What follows belongs to an exercise in optimizing a design on an open flow for a short achievable clock period and few clock cycles; a production flow would make more cautious choices. Power and IR drop assume default switching activity.

// srisc_top
module srisc_top(clk, reset, sw, ledr, halt, ram_addr, ram_write, ram_din, ram_dout);
	input clk, reset;
	input [7:0] sw;
	output reg [7:0] ledr;
	output reg halt;
	output [7:0] ram_addr;
	output ram_write;
	output [15:0] ram_din;
	input [15:0] ram_dout;
	function automatic [15:0] add16(input [15:0] a, input [15:0] b, input cin);
		reg [15:0] g, p, G, P, Gn, Pn;
		integer i, d;
		begin
			g = a & b; p = a ^ b;
			G = g; P = p;
			G[0] = g[0] | (p[0] & cin);
			for (d = 1; d < 16; d = d * 2) begin
				Gn = G; Pn = P;
				for (i = d; i < 16; i = i + 1) begin
					Gn[i] = G[i] | (P[i] & G[i-d]);
					Pn[i] = P[i] & P[i-d];
				end
				G = Gn; P = Pn;
			end
			add16 = p ^ {G[14:0], cin};
		end
	endfunction
	function automatic [8:0] add9(input [8:0] a, input [8:0] b);
		reg [8:0] g, p, G, P, Gn, Pn;
		integer i, d;
		begin
			g = a & b; p = a ^ b;
			G = g; P = p;
			for (d = 1; d < 9; d = d * 2) begin
				Gn = G; Pn = P;
				for (i = d; i < 9; i = i + 1) begin
					Gn[i] = G[i] | (P[i] & G[i-d]);
					Pn[i] = P[i] & P[i-d];
				end
				G = Gn; P = Pn;
			end
			add9 = p ^ {G[7:0], 1'b0};
		end
	endfunction
	function automatic [7:0] add8(input [7:0] a, input [7:0] b);
		reg [8:0] r;
		begin
			r = add9({1'b0, a}, {1'b0, b});
			add8 = r[7:0];
		end
	endfunction
	reg [7:0] pa;           
  ...
Settings: LEC_CHECK=0, ABC_CLOCK_PERIOD_IN_PS=1500, CAP_MARGIN=20, CORE_MARGIN=2, CORE_UTILIZATION=40, SETUP_SLACK_MARGIN=2.5, SLEW_MARGIN=20; clock period 5.0 ns.
run.sh (not shown) runs the stock make flow with config.mk's settings and CLKGATE_MAP_FILE= SYNTH_SCRIPT=/design/flow/synth_recipe.tcl, a recipe that flattens the netlist after the stock synthesis.
==> next run, changes <==
--- a/flow/design.v
+++ b/flow/design.v
@@ -42,20 +42,30 @@
 			add9 = p ^ {G[7:0], 1'b0};
 		end
 	endfunction
 	function automatic [7:0] add8(input [7:0] a, input [7:0] b);
 		reg [8:0] r;
 		begin
 			r = add9({1'b0, a}, {1'b0, b});
 			add8 = r[7:0];
 		end
 	endfunction
+	function automatic [7:0] addcs8(input [7:0] a, input [7:0] b);
+		reg [4:0] lo;
+		reg [3:0] h0, h1;
+		begin
+			lo = {1'b0, a[3:0]} + {1'b0, b[3:0]};
+			h0 = a[7:4] + b[7:4];
+			h1 = a[7:4] + b[7:4] + 4'd1;
+			addcs8 = {lo[4] ? h1 : h0, lo[3:0]};
+		end
+	endfunction
 	reg [7:0] pa;           
 	reg pw;                 
 	reg [7:0] pa_n;
 	reg pw_n;
 	wire [7:0] pai = ~pa_n;
 	wire pwi = ~pw_n;
 	reg [15:0] pd;          
 	reg pf_v;               
 	reg pl_v;               
 	reg [2:0] pl_rd;
@@ -200,22 +210,22 @@
 			3'b001: d_bt = z_now;
 			3'b010: d_bt = ~z_now;
 			3'b011: d_bt = lt_now;
 			3'b100: d_bt = lt_now | z_now;
 			default: d_bt = Ir[7];
 		endcase
 	end
 	wire d_z8 = (Ir[7:0] == 8'd0);
 	wire d_pt = ~d_hold & ~d_z8 & ((r_bcc & d_bt) | r_bl);
 	wire d_redir7 = d_v & ~d_btb & d_bx7;
-	wire [7:0] d_tgt  = add8(d_pc1r, Ir[7:0]);
-	wire [7:0] d_tgt1 = add8(d_pc2r, Ir[7:0]);
+	wire [7:0] d_tgt  = addcs8(d_pc1r, Ir[7:0]);
+	wire [7:0] d_tgt1 = addcs8(d_pc2r, Ir[7:0]);
 	wire [7:0] d_tgt7  = op2[1] ? d_pc1 : R7b;
 	wire [7:0] d_tgt71 = op2[1] ? d_pc2 : R7b1;
 	wire e_early = e_v & e_wr & ~e_add;
 	wire [15:0] rA = rsel(seln);
 	wire [15:0] rB = rsel(selm);
 	wire [15:0] rC = rsel(seld);
 	wire [1:0] d_sh = (is_movi | is_br) ? 2'b00 : I[4:3];
 	wire [1:0] d_shc = is_str ? I[4:3] : 2'b00;
 	function automatic [15:0] shf(input [15:0] x, input [1:0] sh);
 		case (sh)
What happened: Maximum frequency fell by 2.3%. Register-to-register slack loses 0.08 ns. Die area climbs by 1.2%. Hold slack is about the same. Global-route usage went up by 3.1 points. Wire length went up by 8.2%.
No functional check of the RTL was part of any run of this note.


Another version of the RTL of srisc_top (not shown whole).
Size in the first run: ~530 flip-flops, roughly 60 I/O pins.
Settings: LEC_CHECK=0, ABC_CLOCK_PERIOD_IN_PS=1500, CAP_MARGIN=20, CORE_MARGIN=2, CORE_UTILIZATION=40, SETUP_SLACK_MARGIN=1.8, SLEW_MARGIN=20; clock period 5.0 ns.
Edit:
--- a/flow/design.v
+++ b/flow/design.v
@@ -175,29 +175,29 @@
 		integer k;
 		begin
 			rsel = 16'd0;
 			for (k = 0; k < 8; k = k + 1)
 				rsel = rsel | ({16{oh[k]}} & Rb[k]);
 		end
 	endfunction
 	wire [7:0] seln = d_hold ? h_seln : (8'd1 << ram_dout[10:8]);
 	wire [7:0] selm = d_hold ? h_selm : (8'd1 << ram_dout[2:0]);
 	wire [7:0] seld = d_hold ? h_seld : (8'd1 << ram_dout[7:5]);
 	wire skill_d = pwi & d_v & (pai == d_pc);   
-	wire d_bx7 = is_bx & (rd == 3'd7) & ~(lw_v & (lw_rd == 3'd7)) & ~(e_v & e_wr & (e_wrd == 3'd7));
 	wire w_w7 = w_we & (w_rd == 3'd7);
-	wire [7:0] R7b  = w_w7 ? w_res[7:0] : R[7][7:0];
-	wire [7:0] R7b1 = w_w7 ? w_res[7:0] + 8'd1 : R[7][7:0] + 8'd1;
+	wire d_bx7 = is_bx & (rd == 3'd7) & ~(lw_v & (lw_rd == 3'd7)) & ~(e_v & e_wr & (e_wrd == 3'd7)) & ~w_w7;
+	wire [7:0] R7b  = R[7][7:0];
+	wire [7:0] R7b1 = R[7][7:0] + 8'd1;
 	wire e_cmpv = e_v & e_cmp;
 	wire z_now = e_cmpv ? (opA == shB) : fZ;
-	wire lt_now = e_cmpv ? ($signed(opA) < $signed(shB)) : (fN ^ fV);
+	wire lt_now = e_cmpv ? ((opA[15] ^ shB[15]) ? opA[15] : (opA[14:0] < shB[14:0])) : (fN ^ fV);
 	wire [15:0] Ir = ram_dout;
 	wire r_bcc = (Ir[15:13] == 3'b001);
 	wire r_bl  = (Ir[15:11] == 5'b01011);
 	reg d_bt;
 	always_comb begin
 		case (Ir[10:8])
 			3'b000: d_bt = 1'b1;
 			3'b001: d_bt = z_now;
 			3'b010: d_bt = ~z_now;
 			3'b011: d_bt = lt_now;
 			3'b100: d_bt = lt_now | z_now;
@@ -260,54 +260,54 @@
 		end else begin
 			nfb = pcf; nfb1 = pcf + 8'd1; sqb = 1'b0;
 		end
 	end
 	wire gate = ~sel_e & d_v;
 	wire use_tgt = gate & ~d_btb;     
 	wire use_undo = gate & d_btb;     
 	wire [7:0] nfT  = use_tgt ? d_tgt : nfb;
 	wire [7:0] nfT1 = use_tgt ? d_tgt1 : nfb1;
 	wire [7:0] nfN  = use_undo ? d_pc1 : nfb;
 	wire [7:0] nfN1 = use_undo ? d_pc2 : nfb1;
-	wire [7:0] nf  = dstall ? nfs  : d_pt ? nfT : nfN;
-	wire [7:0] nf1 = dstall ? nfs1 : d_pt ? nfT1 : nfN1;
+	wire [7:0] nfNs  = dstall ? nfs  : nfN;
+	wire [7:0] nfNs1 = dstall ? nfs1 : nfN1;
+	wire [7:0] nf  = d_pt ? nfT : nfNs;
+	wire [7:0] nf1 = d_pt ? nfT1 : nfNs1;
+	wire [7:0] paT  = ex_port ? addr9[7:0] : nfT;
+	wire [7:0] paN  = ex_port ? addr9[7:0] : nfNs;
+	wire [7:0] pcfT = ex_port ? nfT : nfT1;
+	wire [7:0] pcfN = ex_port ? nfNs : nfNs1;
 	wire sqT = sqb | use_tgt;
 	wire sqN = sqb | use_undo;
 	wire squash = dstall ? (sel_e | pf_v) : d_pt ? sqT : sqN;
 	wire lw_we = lw_v & ~(w_we & (w_rd == lw_rd));
 	always_ff @(posedge clk) begin
 		if (w_we) R[w_rd] <= w_res;
 		if (lw_we) R[lw_rd] <= lw_data;
 		w_res <= res;
 		w_rd <= e_wrd;
 		if (ex & e_cmp) begin
 			fN <= diff[15];
 			fV <= (opA[15] & ~shB[15] & ~diff[15]) | (~opA[15] & shB[15] & diff[15]);
 			fZ <= (opA == shB);
 		end
 		led_a <= addr9;
 		led_d <= stdata[7:0];
 		if (led_w & (led_a == 9'h100)) ledr <= led_d;
 		pd <= stdata;
 		pl_rd <= e_wrd;
 		pl_ram <= ~addr9[8];
 		pl_a9 <= addr9;
-		if (ex_port) begin
-			pa <= addr9[7:0];
-			pa_n <= ~addr9[7:0];
-			pcf <= nf;
-		end else begin
-			pa <= nf;
-			pa_n <= ~nf;
-			pcf <= nf1;
-		end
+		pa <= d_pt ? paT : paN;
+		pa_n <= d_pt ? ~paT : ~paN;
+		pcf <= d_pt ? pcfT : pcfN;
 		for (bi = 0; bi < NBT; bi = bi + 1)
 			if (pwi & (bt_tag[bi] == pai)) bt_v[bi] <= 1'b0;
 		if (ex & e_ins) begin
 			bt_v[bt_ptr] <= 1'b1;
 			bt_tag[bt_ptr] <= e_pc;
 			bt_tgt[bt_ptr] <= e_tgt;
 			bt_tgt1[bt_ptr] <= e_tgt1;
 			bt_ptr <= bt_ptr + 2'd1;
 		end
 		hold_ir <= I;
 		h_seln <= seln;
Outcome:
- The new run completed without violations
- total power rises by a few percent
- clock skew climbs by 17 ps
- via count hardly moves
- combinational power rises by roughly a tenth
- hold slack barely changes
- cell count decreases slightly
- design area rises slightly
- worst setup slack is worse by 61 ps
- count of clock-buffer cells in the layout is lower by 7
- area after synthesis drops slightly
- core utilization increases by 1.4 points
- sequential cell count stays the same
No run of this note included a check of the RTL's function; only the layout flow was run.

## port drivers added, routing unchanged
No port has a modelled driver above. Below, the same layouts with a new extraction and two added sets of constraints.
Step 1 assumes that a clkbuf_16 drives the clock port and a buf_2 every other input.
Step 2, shift: input delay + t, output delay - t, t = (earliest + latest rising clock arrival at the registers) / 2. This alone moves slack from input paths to output paths.
Three values: ideal ports, drivers, drivers and shift; two values: the first two.
run | t (ns) | setup WS [ns] | worst data-port slew with drivers (ns)
the first run of note 1 | 0.711 | 1.682 / 1.682 / 1.036 | 0.12
the second run of note 1 | 0.720 | 1.605 / 1.605 / 1.022 | 0.13
the first run of note 2 | 0.699 | 1.757 / 1.753 / 1.054 | 0.12
the second run of note 2 | 0.727 | 1.696 / 1.659 / 0.932 | 0.11
After both steps setup and hold are still met in every run listed. The setup slack of the second run of note 2, which loses most, moves by -0.037 ns with the drivers and by -0.764 ns with both steps.
